Source: an optimization exercise on an open RTL-to-GDS flow (aim: small area). Production flows keep margins and buffers that such runs may drop.
In this exercise RTL edits were held to simulation tests only and were not proved equivalent to the original.
Power figures rest on the tool's default switching activity, not on a simulated workload.

==> flow/design.v <==
module pst_brain_v2 (
    input  wire        clk,
    input  wire        rst_n,
    input  wire [7:0]  cur0, cur1, cur2, cur3,
    output wire [7:0]  phase0, phase1, phase2, phase3,
    output wire [2:0]  winner,
    output wire [7:0]  winner_score,
    output wire [7:0]  winner_rel,
    output wire [7:0]  w_ab, w_ac, w_ad, w_bc, w_bd, w_cd,
    output wire [7:0]  seq_slot_A, seq_slot_B,
    output wire        seq_force_valid,
    output wire [7:0]  seq_force_pred,
    output wire [7:0]  pred_out,
    output wire [7:0]  pred_err,
    output wire        reward_out,
    output wire [2:0]  gamma_cnt,
    output wire        theta_tick,
    output wire        episode_last,
    output wire [2:0]  ep_winner,
    output wire [3:0]  ep_strength,
    output wire        ep_valid,
    output wire        exploit_mode,
    output wire        explore_mode,
    output wire [1:0]  confidence_level,
    output wire [2:0]  theta_cnt,
    output wire        delta_tick,
    output wire [2:0]  topic_winner,
    output wire [2:0]  topic_strength,
    output wire        topic_valid,
    output wire        err_explore
);
    integer i;
    function [8:0] addc;
        input [7:0] a;
        input [7:0] b;
        input       ci;
        integer k;
        reg c;
        begin
            c = ci;
            for (k = 0; k < 8; k = k + 1) begin
                addc[k] = a[k] ^ b[k] ^ c;
                c = (a[k] & b[k]) | (c & (a[k] ^ b[k]));
            end
            addc[8] = c;
        end
    endfunction
    function gt8;
        input [7:0] a;
        input [7:0] b;
        integer k;
        reg g;
        begin
            g = 1'b0;
            for (k = 0; k < 8; k = k + 1)
                g = a[k] ? (~b[k] | g) : (~b[k] & g);
            gt8 = g;
        end
    endfunction
    function [7:0] decr;
        input [7:0] r;
        input       dec;
        integer k;
        reg b;
        begin
            b = dec;
            for (k = 0; k < 8; k = k + 1) begin
                decr[k] = r[k] ^ b;
                b = b & ~r[k];
            end
        end
    endfunction
    function [7:0] cdist;
        input [7:0] r;
        integer k;
        reg c;
        reg [7:0] x;
        begin
            x = r ^ {8{r[7]}};
            c = r[7];
            for (k = 0; k < 8; k = k + 1) begin
                cdist[k] = x[k] ^ c;
                c = c & x[k];
            end
        end
    endfunction
    function [7:0] crel;
        input [7:0] r;
        begin
            crel = decr(r ^ {8{~r[7]}}, r[7]);
        end
    endfunction
    reg [7:0] gph;
    reg       cs;
    always @(posedge clk or negedge rst_n) begin
        if (!rst_n) begin
            gph <= 8'd0;
            cs  <= 1'b0;
        end else begin
            gph <= gph + 8'd1;
            cs  <= &gph;
        end
    end
    reg [2:0] gcnt;
    reg       tht;
    reg [2:0] tcnt;
    reg       dlt;
    always @(posedge clk or negedge rst_n) begin
        if (!rst_n) begin
            gcnt <= 3'd0;
            tht  <= 1'b0;
            tcnt <= 3'd0;
            dlt  <= 1'b0;
        end else begin
            tht <= cs & (&gcnt);
            if (cs) gcnt <= gcnt + 3'd1;
            dlt <= tht & tcnt[2];
            if (tht) tcnt <= tcnt[2] ? 3'd0 : tcnt + 3'd1;
        end
    end
    assign gamma_cnt    = gcnt;
    assign theta_tick   = tht;
    assign episode_last = &gcnt;
    assign theta_cnt    = tcnt;
    assign delta_tick   = dlt;
    wire [31:0] cur_all = {cur3, cur2, cur1, cur0};
    reg  [31:0] rem;
    reg  [31:0] ph;
    reg  [3:0]  fired;
    reg  [35:0] nd;
    always @(*) begin
        for (i = 0; i < 4; i = i + 1)
            nd[9*i +: 9] = addc(rem[8*i +: 8], ~cur_all[8*i +: 8], 1'b1);
    end
    reg  [3:0]  fired_d;
    reg  [31:0] ph_d;
    always @(*) begin
        for (i = 0; i < 4; i = i + 1) begin
            fired_d[i]     = ~cs & (fired[i] | ~nd[9*i+8]);
            ph_d[8*i +: 8] = (~cs & ~fired[i] & ~nd[9*i+8]) ? gph : ph[8*i +: 8];
        end
    end
    always @(posedge clk or negedge rst_n) begin
        if (!rst_n) begin
            rem   <= {4{8'd199}};
            ph    <= {32{1'b1}};
            fired <= 4'd0;
        end else begin
            for (i = 0; i < 4; i = i + 1) begin
                rem[8*i +: 8] <= cs ? 8'd199 : nd[9*i +: 8];
            end
            fired <= fired_d;
            ph    <= ph_d;
        end
    end
    assign phase0 = ph[7:0];
    assign phase1 = ph[15:8];
    assign phase2 = ph[23:16];
    assign phase3 = ph[31:24];
    reg [31:0] sp;
    reg [3:0]  sf;
    always @(posedge clk) begin
        if (&gph) sp <= ph_d;
    end
    always @(posedge clk or negedge rst_n) begin
        if (!rst_n)  sf <= 4'd0;
        else if (&gph) sf <= fired_d;
    end
    reg  [2:0] winner_r;
    reg  [7:0] wscore_r, wrel_r;
    reg        mm20_r, mm40_r, eq_r;
    reg  [3:0] stab;
    reg  [47:0] w;
    reg  [20:0] ews;
    reg  [11:0] tws;
    wire       dph = gcnt[0];           
    reg  [7:0] sA, sB, fpred, my_pred, pout, perr;
    reg        lw, fvalid;
    reg  [1:0] ezc;
    reg  [2:0] ehc;
    reg  [1:0] conf;
    reg  [2:0] epw;
    reg  [3:0] eps;
    reg  [2:0] tw, ts;
    wire epv = |eps;
    wire tv  = |ts;
    wire err_forced = (ehc >= 3'd5);
    wire in_mm      = ~(stab >= 4'd10) & mm20_r;
    wire explore    = err_forced | in_mm | (epv & (eps <= 4'd5) & (conf <= 2'd2));
    wire ctx_gate   = fvalid | explore | mm40_r;
    reg  [7:0] bs, brel;
    reg        a20, a40;
    reg  [2:0] bi;
    wire       sact  = (&gph[7:4]) & ~(gph[2] & gph[1]);
    wire       spass = gph[3];
    wire [2:0] si    = sact ? gph[2:0] : cs ? winner_r : bi;
    wire       sfirst = (gph[2:0] == 3'd0);
    reg [7:0] spa, spb;
    reg       sfa, sfb;
    reg [5:0] sw;
    always @(*) begin
        case (si)
            3'd0:    begin spa = sp[7:0];   sfa = sf[0]; spb = sp[15:8];  sfb = sf[1]; sw = w[7:2];   end
            3'd1:    begin spa = sp[7:0];   sfa = sf[0]; spb = sp[23:16]; sfb = sf[2]; sw = w[15:10]; end
            3'd2:    begin spa = sp[7:0];   sfa = sf[0]; spb = sp[31:24]; sfb = sf[3]; sw = w[23:18]; end
            3'd3:    begin spa = sp[15:8];  sfa = sf[1]; spb = sp[23:16]; sfb = sf[2]; sw = w[31:26]; end
            3'd4:    begin spa = sp[15:8];  sfa = sf[1]; spb = sp[31:24]; sfb = sf[3]; sw = w[39:34]; end
            default: begin spa = sp[23:16]; sfa = sf[2]; spb = sp[31:24]; sfb = sf[3]; sw = w[47:42]; end
        endcase
    end
    wire [8:0] sdiff = addc(spa, ~spb, 1'b1);
    wire [7:0] srel  = (sfa & sfb) ? crel(sdiff[7:0]) : 8'd0;
    wire       sb2   = ~explore & epv & (epw == si);
    wire       sb1   = ~explore & tv  & (tw  == si);
    wire [8:0] ssum1 = addc({1'b0, srel[7:1]}, {2'b0, (ctx_gate ? 6'd0 : sw)}, 1'b0);
    wire [8:0] sscore = addc(ssum1[7:0], {5'b0, sb2, sb1, 1'b0}, 1'b0);
    wire [8:0] wad   = addc(srel, ~brel, 1'b1);
    wire       d20   = gt8(wad[7:0], 8'd20);
    wire       d40   = gt8(wad[7:0], 8'd40);
    wire       mm20  = gt8(brel, 8'd235) ? (wad[8] | d20) : (wad[8] & d20);
    wire       mm40  = gt8(brel, 8'd215) ? (wad[8] | d40) : (wad[8] & d40);
    wire       sne   = (gph[2:0] != bi);
    wire [2:0] vc = gph[2:0];
    reg  [3:0] emv;
    reg  [2:0] emi, tmi, tmv;
    always @(posedge clk) begin
        if (sact & ~spass) begin
            if (sfirst | gt8(sscore[7:0], bs)) begin
                bs <= sscore[7:0];
                bi <= si;
            end
        end
        if (gph == 8'd246) brel <= srel;
        if (sact & spass) begin
            a20 <= (~sfirst & a20) | (sne & mm20);
            a40 <= (~sfirst & a40) | (sne & mm40);
        end
    end
    wire       ewin  = (gph[7:6] == 2'b10) & ~(gph[5] & gph[4]);
    wire       twin  = (gph[7:6] == 2'b11) & ~(gph[5] & gph[4]);
    wire [2:0] ec    = gph[5:3];
    wire       vlast = (gph[2:0] == 3'd7);
    wire       vtail = twin ? (tws[11:9] == ec) : (ews[20:18] == ec);
    reg  [2:0] ecnt;
    wire [8:0] etot  = addc({5'b0, ecnt}, 8'd0, twin ? (epw == ec) : (winner_r == ec));
    always @(posedge clk) begin
        if (gph[2:0] == 3'd0)                     ecnt <= {2'b0, vtail};
        else if (ewin ? ~vlast : ~gph[2])         ecnt <= ecnt + {2'b0, vtail};
        if (ewin & vlast & ((ec == 3'd0) | gt8({4'b0, etot[3:0]}, {4'b0, emv}))) begin
            emv <= etot[3:0];
            emi <= ec;
        end
        if (twin & vlast & ((ec == 3'd0) | gt8({5'b0, etot[2:0]}, {5'b0, tmv}))) begin
            tmv <= etot[2:0];
            tmi <= ec;
        end
    end
    always @(posedge clk or negedge rst_n) begin
        if (!rst_n) begin
            winner_r <= 3'd0;
            wscore_r <= 8'd0;
            wrel_r   <= 8'd0;
            mm20_r   <= 1'b0;
            mm40_r   <= 1'b0;
            eq_r     <= 1'b1;
            stab     <= 4'd0;
        end else if (cs) begin
            winner_r <= bi;
            wscore_r <= bs;
            wrel_r   <= brel;
            mm20_r   <= a20;
            mm40_r   <= a40;
            eq_r     <= (bi == winner_r);
            if (eq_r) stab <= (stab >= 4'd10) ? 4'd10 : stab + 4'd1;
            else      stab <= 4'd0;
        end
    end
    assign winner       = winner_r;
    assign winner_score = wscore_r;
    assign winner_rel   = wrel_r;
    reg [7:0] act;
    always @(*) begin
        case (winner_r)
            3'd0:    act = 8'd0;
            3'd1:    act = 8'd43;
            3'd2:    act = 8'd85;
            3'd3:    act = 8'd128;
            3'd4:    act = 8'd170;
            default: act = 8'd213;
        endcase
    end
    wire       lfa    = sfa;
    wire       lfb    = sfb;
    wire       wf     = sfa | sfb;
    wire [7:0] lr     = sdiff[7:0];
    reg  [1:0] wsel_lo;
    always @(*) begin
        case (winner_r)
            3'd0:    wsel_lo = w[1:0];
            3'd1:    wsel_lo = w[9:8];
            3'd2:    wsel_lo = w[17:16];
            3'd3:    wsel_lo = w[25:24];
            3'd4:    wsel_lo = w[33:32];
            default: wsel_lo = w[41:40];
        endcase
    end
    wire [7:0] wsel   = {sw, wsel_lo};
    wire       lclose = lr[7] ? gt8(lr, 8'd225) : ~gt8(lr, 8'd30);
    wire       prot    = tv & ~explore;
    wire [8:0] lsum    = addc(wsel, lr[7] ? {4'b0, reward_out, ~reward_out, 2'b0} : 8'hFE, 1'b0);
    wire [7:0] lval    = lr[7] ? (gt8(lsum[7:0], 8'd190) ? 8'd190 : lsum[7:0])
                               : (gt8(lsum[7:0], 8'd80)  ? lsum[7:0] : 8'd80);
    wire       dolearn = lfa & lfb & lclose & (lr[7] | ((|lr) & ~prot));
    always @(posedge clk or negedge rst_n) begin
        if (!rst_n) begin
            w   <= {6{8'd128}};
        end else begin
            for (i = 0; i < 6; i = i + 1) begin
                if (cs & ~dph & dolearn & (winner_r == i))
                    w[8*i +: 8] <= lval;
                else
                    w[8*i +: 8] <= decr(w[8*i +: 8], cs & dph & ~prot & (w[8*i +: 8] != 8'd80));
            end
        end
    end
    assign w_ab = w[7:0];   assign w_ac = w[15:8];  assign w_ad = w[23:16];
    assign w_bc = w[31:24]; assign w_bd = w[39:32]; assign w_cd = w[47:40];
    reg  [7:0] dAr, snr;
    reg        isA, smr;
    wire       u100 = (gph == 8'd253);
    wire       u101 = (gph == 8'd254);
    wire       u102 = &gph;
    wire [7:0] scur  = isA ? sA : sB;
    wire [7:0] ux    = u100 ? sA : u101 ? sB : u102 ? scur : my_pred;
    wire [8:0] uraw  = addc(act, ~ux, 1'b1);
    wire [7:0] ud    = cdist(uraw[7:0]);
    wire       udn   = uraw[7];
    wire [7:0] ustep = {2'b0, ud[7:3], ud[2] | ~(|ud[7:3])};
    wire [8:0] ures  = addc(ux, ustep ^ {8{udn}}, udn);
    wire [7:0] unext = (udn ^ ures[8]) ? {8{~udn}} : ures[7:0];
    wire       umove = (|ud[7:2]) | (&ud[1:0]);
    always @(posedge clk) begin
        dAr <= ud;
        if (u101) isA <= ~gt8(dAr, ud);
        snr <= unext;
        smr <= umove;
    end
    always @(posedge clk or negedge rst_n) begin
        if (!rst_n) begin
            sA     <= 8'd0;
            sB     <= 8'd213;
            lw     <= 1'b0;
            fpred  <= 8'd213;
            fvalid <= 1'b0;
        end else if (cs) begin
            if (wf) begin
                if (smr) begin
                    if (isA) sA <= snr;
                    else     sB <= snr;
                end
                if (lw == isA) fpred <= scur;
                fvalid <= (lw == isA);
                lw     <= ~isA;
            end else begin
                fvalid <= 1'b0;
            end
        end
    end
    assign seq_slot_A      = sA;
    assign seq_slot_B      = sB;
    assign seq_force_valid = fvalid;
    assign seq_force_pred  = fpred;
    always @(posedge clk or negedge rst_n) begin
        if (!rst_n) begin
            my_pred <= 8'd128;
            pout    <= 8'd128;
            perr    <= 8'd0;
        end else if (cs & wf) begin
            perr <= ud;
            if (fvalid)     my_pred <= fpred;
            else if (umove) my_pred <= unext;
            pout <= fvalid ? fpred : my_pred;
        end
    end
    assign pred_out = pout;
    assign pred_err = perr;
    always @(posedge clk or negedge rst_n) begin
        if (!rst_n) begin
            ezc    <= 2'd0;
            ehc    <= 3'd0;
        end else if (cs) begin
            if (perr < 8'd5) begin
                ezc    <= (ezc == 2'd3) ? 2'd3 : ezc + 2'd1;
            end else begin
                ezc    <= 2'd0;
            end
            if (perr > 8'd50) begin
                if (ehc < 3'd5) ehc <= ehc + 3'd1;
            end else begin
                ehc <= 3'd0;
            end
        end
    end
    assign reward_out  = &ezc;
    assign err_explore = err_forced;
    always @(posedge clk or negedge rst_n) begin
        if (!rst_n) begin
            conf      <= 2'd0;
        end else if (tht && epv) begin
            if (eps >= 4'd6) begin
                conf      <= 2'd3;
            end else begin
                conf      <= (conf == 2'd3) ? 2'd2 : 2'd1;
            end
        end
    end
    assign exploit_mode     = &conf;
    assign explore_mode     = explore;
    assign confidence_level = conf;
    always @(posedge clk) begin
        ews <= {ews[17:0], (cs ? winner_r : ews[20:18])};
    end
    always @(posedge clk or negedge rst_n) begin
        if (!rst_n) begin
            epw <= 3'd0;
            eps <= 4'd0;
        end else if (tht) begin
            epw <= emi;
            eps <= emv;
        end
    end
    assign ep_winner   = epw;
    assign ep_strength = eps;
    assign ep_valid    = epv;
    always @(posedge clk) begin
        if (tht | twin) tws <= {tws[8:0], (tht ? epw : tws[11:9])};
    end
    always @(posedge clk or negedge rst_n) begin
        if (!rst_n) begin
            tw  <= 3'd0;
            ts  <= 3'd0;
        end else if (dlt) begin
            if (tmv >= 3'd3) tw <= tmi;
            ts  <= tmv;
        end
    end
    assign topic_winner   = tw;
    assign topic_strength = ts;
    assign topic_valid    = tv;
endmodule
==> flow/flow/run.sh <==
#!/bin/bash
# Own layout flow: the standard layout (standard.sh, unchanged synthesis),
# with two layout choices changed:
#  - the port buffers that buffer_ports inserts use the smallest buffer cell
#  - the clock tree is built from clkbuf_8 clusters without dummy loads
# Each tool's output is kept in a log file in the work folder.
set -euo pipefail
export BUFFER_PORTS_ARGS="-buffer_cell sky130_fd_sc_hd__buf_1"
export CTS_ARGS="-sink_clustering_enable -repair_clock_nets -sink_clustering_size 22 -sink_clustering_max_diameter 60 -buf_list sky130_fd_sc_hd__clkbuf_8 -dont_use_dummy_load"
bash standard.sh synth > synth.log 2>&1
bash standard.sh > layout.log 2>&1
==> flow/standard.sh <==
#!/bin/bash
# synth_recipe.tcl (not shown) runs the flow's synth.tcl, then flattens the netlist and writes it again
# the make line also repeats each setting of config.mk as NAME=value (left out here)
make -C /OpenROAD-flow-scripts/flow DESIGN_CONFIG=/design/flow/config.mk WORK_HOME=/design/flow/orfs CLKGATE_MAP_FILE= SYNTH_SCRIPT=/design/flow/synth_recipe.tcl "${@:-finish}"
==> flow/config.mk <==
export PLATFORM = sky130hd
export DESIGN_NAME = pst_brain_v2
export DESIGN_NICKNAME = pst_brain_v2
export VERILOG_FILES = /design/flow/design.v
export SDC_FILE = /design/flow/constraint.sdc
export NUM_CORES = 4
export LEC_CHECK = 0
export ABC_AREA = 1
export CAP_MARGIN = 20
export CORE_MARGIN = 2
export CORE_UTILIZATION = 35
export SLEW_MARGIN = 20
==> flow/constraint.sdc <==
create_clock -name core_clock -period 40.0 [get_ports {clk}]
set_input_delay 8.0000 -clock core_clock [delete_from_list [all_inputs] [get_ports {clk}]]
set_output_delay 8.0000 -clock core_clock [all_outputs]
set_load 0.01 [all_outputs]
==> flow_metrics.env <==
export IMPL_outcome="complete, no violations"
export IMPL_avgSynthCellArea_um2=9.487
export IMPL_hold_viol_final=0
export IMPL_clock_sinks=353
export IMPL_placed_area_um2=19810
export IMPL_ant_nets=0
export IMPL_cp_common_cell="inv_1"
export IMPL_cp_required_ns=40.51
export IMPL_rsz0062_at_grt="false"
export IMPL_cts_buffer_depth=3
export IMPL_drcViolationCount=0
export IMPL_holdCritPathClass="register to register"
export IMPL_hold_start="ews[1]$_DFF_P_"
export IMPL_ir_drop_mv=0.01637
export IMPL_finClkSkew_ns=0.1260
export IMPL_grt_pass1_wl_um=79490
export IMPL_worstMarginPinSlew_ns=0.8134
export IMPL_hold_ws_ns=0.2591
export IMPL_syn_area_um2=18370
export IMPL_drtIter0Drc=993
export IMPL_ctsRootBufferMaster="clkbuf_8"
export IMPL_p_per_area_nw_per_um2=34.43
export IMPL_r2r_start="gph[0]$_DFF_PN0_"
export IMPL_n_fill_cell=5127
export IMPL_cap_viol_max_count=0
export IMPL_cp_end_kind="register"
export IMPL_final_setup_tns_ns=0
export IMPL_num_vias=13770
export IMPL_nNetsFinal=2323
export IMPL_critPathMaxStageDelay_ns=0.57
export IMPL_ys_flop_type="dfrtp_1"
export IMPL_cts_tree="yes"
export IMPL_yosysTopAreaCell="dfrtp_1"
export IMPL_period_minus_slack_ns=11.51
export IMPL_insertion_delay_ns=0.65
export IMPL_area_growth_synth_to_final_pct=10.59
export IMPL_rows=83
export IMPL_htree_levels=2
export IMPL_synth_edf_count=80
export IMPL_final_area_um2=20310
export IMPL_synth_area_leaders="dfrtp_1 22%, edfxtp_1 13%, dfstp_2 10%"
export IMPL_wl_per_cell_um=18.33
export IMPL_routed_via_density=4.893
export IMPL_cts_setup_buffers=0
export IMPL_initial_core_util_pct=35.58
export IMPL_layout_drive_gt1_share_pct=9.368
export IMPL_path_class="register to register"
export IMPL_wl_um=51610
export IMPL_numPortBuffers=203
export IMPL_track_usage_pct=19.18
export IMPL_place_congestion=0.8801
export IMPL_cts_resized=0
export IMPL_grt_max_degree=74
export IMPL_slowest_stage="and2_1"
export IMPL_yosysTopAreaCellShare_pct=22.07
export IMPL_num_antenna_cells=0
export IMPL_slew_violations=0
export IMPL_fin_util_pct=39.35
export IMPL_maxSlewHeadroom_pct=45.58
export IMPL_clkTransAtPathRegs_ns=0.12
export IMPL_arrival_ns=12.02
export IMPL_critPathLaunch="gph[0]$_DFF_PN0_"
export IMPL_setup_ws_ns=28.49
export IMPL_critical_path_max_fanout=14
export IMPL_place_ws_ns=28.49
export IMPL_ctsHoldBuffers=0
export IMPL_synthDistinctLibCells=64
export IMPL_num_io_pins=204
export IMPL_yosys_warnings=1
export IMPL_p_leak_nw=9.565
export IMPL_start_kind="register"
export IMPL_die_h_um=233.1
export IMPL_yosysSeqAreaShare_pct=49.67
export IMPL_grt_remaining_overflow=0
export IMPL_synth_nets=2122
export IMPL_hpwl_um=39440
export IMPL_synthArstFlopShare_pct=66.01
export IMPL_ys_ff_latch=353
export IMPL_numCtsBuffers=36
export IMPL_setup_viol=0
export IMPL_grt_pass1_vias=13820
export IMPL_die_w_um=233.1
export IMPL_antenna_found_initial=0
export IMPL_fin_crit_sh_pct=28.77
export IMPL_drt_pass1_iter_count=5
export IMPL_die_area_um2=54320
export IMPL_core_um2=51610
export IMPL_syn_inst=1936
export IMPL_fmax_mhz=86.88
## logic make-up (layout without fill, tap and decap cells)
| group | after synthesis | after routing | synth area share, % |
|---|---|---|---|
| muxes | 6 | 6 | 0.3542 |
| DFF | 353 | 353 | 49.67 |
| adders and majority gates | 152 | 152 | 13.01 |
| xor gates and xnor gates | 44 | 44 | 2.139 |
| AOI/OAI and AO/OA | 298 | 298 | 9.476 |
| buffers and inverters | 369 | 568 | 7.875 |
| and+or+nand+nor | 714 | 714 | 17.47 |
## flip-flops by register name, indices dropped and copies added (netlist names), 12 cells and up
signal and count:
w 48, ph 32, rem 32, ews 21
sp 32, tws 12
## cell usage after synthesis, drive strengths merged, types with 4 or more instances
cell type and count:
o211ai 7, buf 22, nand2 494, a21boi 5, or2 8, o22ai 20
a22oi 4, nand3b 5, dfxtp 40, ha 87, nor2 106, nand4 10
o21ai 169, a21oi 48, o21bai 4, mux2 4, fa 65, inv 320
dfrtp 162, dfstp 71, edfxtp 80, nor4 16, a31oi 17, nor3 14
a22o 7, xor2 36, clkbuf 25, xnor2 8, nand3 55, o221ai 4
## placed cells by master (no fill, tap or decap), types with 14 or more instances in the layout
cell type / Yosys / final
a21oi_1: 44 / 43
a31oi_1: 17 / 17
buf_1: 3 / 202
clkbuf_8: 0 / 36
dfrtp_1: 162 / 161
dfstp_2: 71 / 71
dfxtp_1: 40 / 40
edfxtp_1: 80 / 80
fa_1: 65 / 65
ha_1: 87 / 87
inv_1: 313 / 313
nand2_1: 475 / 475
nand3_1: 43 / 43
nor2_1: 97 / 96
nor3_1: 14 / 14
nor4_1: 16 / 16
o21ai_0: 131 / 131
o21ai_1: 25 / 25
o22ai_1: 20 / 20
xor2_1: 36 / 36
## area by class of cell
cell class,instances,area [µm²],area share [%]
flip-flops and latches,353,9124,44.92
inverters,322,1211,5.963
clock buffers,36,495.5,2.439
multi-input cells,1214,7809,38.44
repair buffers,210,822.0,4.047
well taps,680,850.8,4.189
## worst paths after layout
kind | end | slack, ns | cells after the start
worst max-delay path | my_pred[1]$_DFFE_PN0P_ | 28.49 | 58
worst min-delay path | ews[4]$_DFF_P_ | 0.26 | 0
worst max register to register | my_pred[1]$_DFFE_PN0P_ | 28.49 | 58
worst min register to register | ews[4]$_DFF_P_ | 0.26 | 0
max in group asynchronous | sA[3]$_DFFE_PN0P_ | 30.52 | 3
min in group asynchronous | mm20_r$_DFFE_PN0P_ | 7.41 | 1
## worst max-delay path: cells and delay by family (launching register included)
kind            cells  cell delay (ns)
buf+inv            20             2.12
fa+ha+maj          21             5.44
xor+xnor            2             0.45
flops               1             0.47
simple gates        9             1.76
compound gates      6             1.15
## routing by layer
layer	GRT usage [%]	up-vias	wire, µm
met2	32.04	395	24600
met5	0	-	0
met4	6.967	0	1899
li1	-	6567	-
met1	24.10	6710	21830
met3	4.602	102	3289
## report_power, final
| group | total, mW | leakage (nW) | switching (mW) | internal, mW |
|---|---|---|---|---|
| sequential | 0.413 | 3.91 | 0.00996 | 0.403 |
| clock | 0.201 | 0.259 | 0.120 | 0.0804 |
| combinational | 0.0856 | 5.40 | 0.0513 | 0.0343 |
## per-stage QoR
step,power [mW],instances
2_1_floorplan,0.4738,1936
3_3_place_gp,0.5026,2779
3_5_place_dp,0.5072,2779
4_1_cts,0.7108,2815
5_1_grt,0.7400,2815
6_report,0.6994,2815

## re-timing with driven ports
How much do the figures lean on ideal ports? The routed layout below was timed once more, with nothing changed but the port constraints. Step 1, drivers: a clkbuf_16 drives clk and a buf_2 each remaining input, both assumed. Step 2 also shifts input and output timing later by t, the mid clock arrival at the registers, as if the neighbouring blocks saw the same clock. Three values: ideal, step 1, step 2; two values: the first two.
t, ns: 0.638
slack for setup (ns): 28.490 / 28.490 / 28.490
hold slack, ns: 0.259 / 0.259 / 0.259
After both steps setup and hold are still met in this run. The setup slack of this run moves by 0.000 ns with the drivers and by 0.000 ns with both steps.
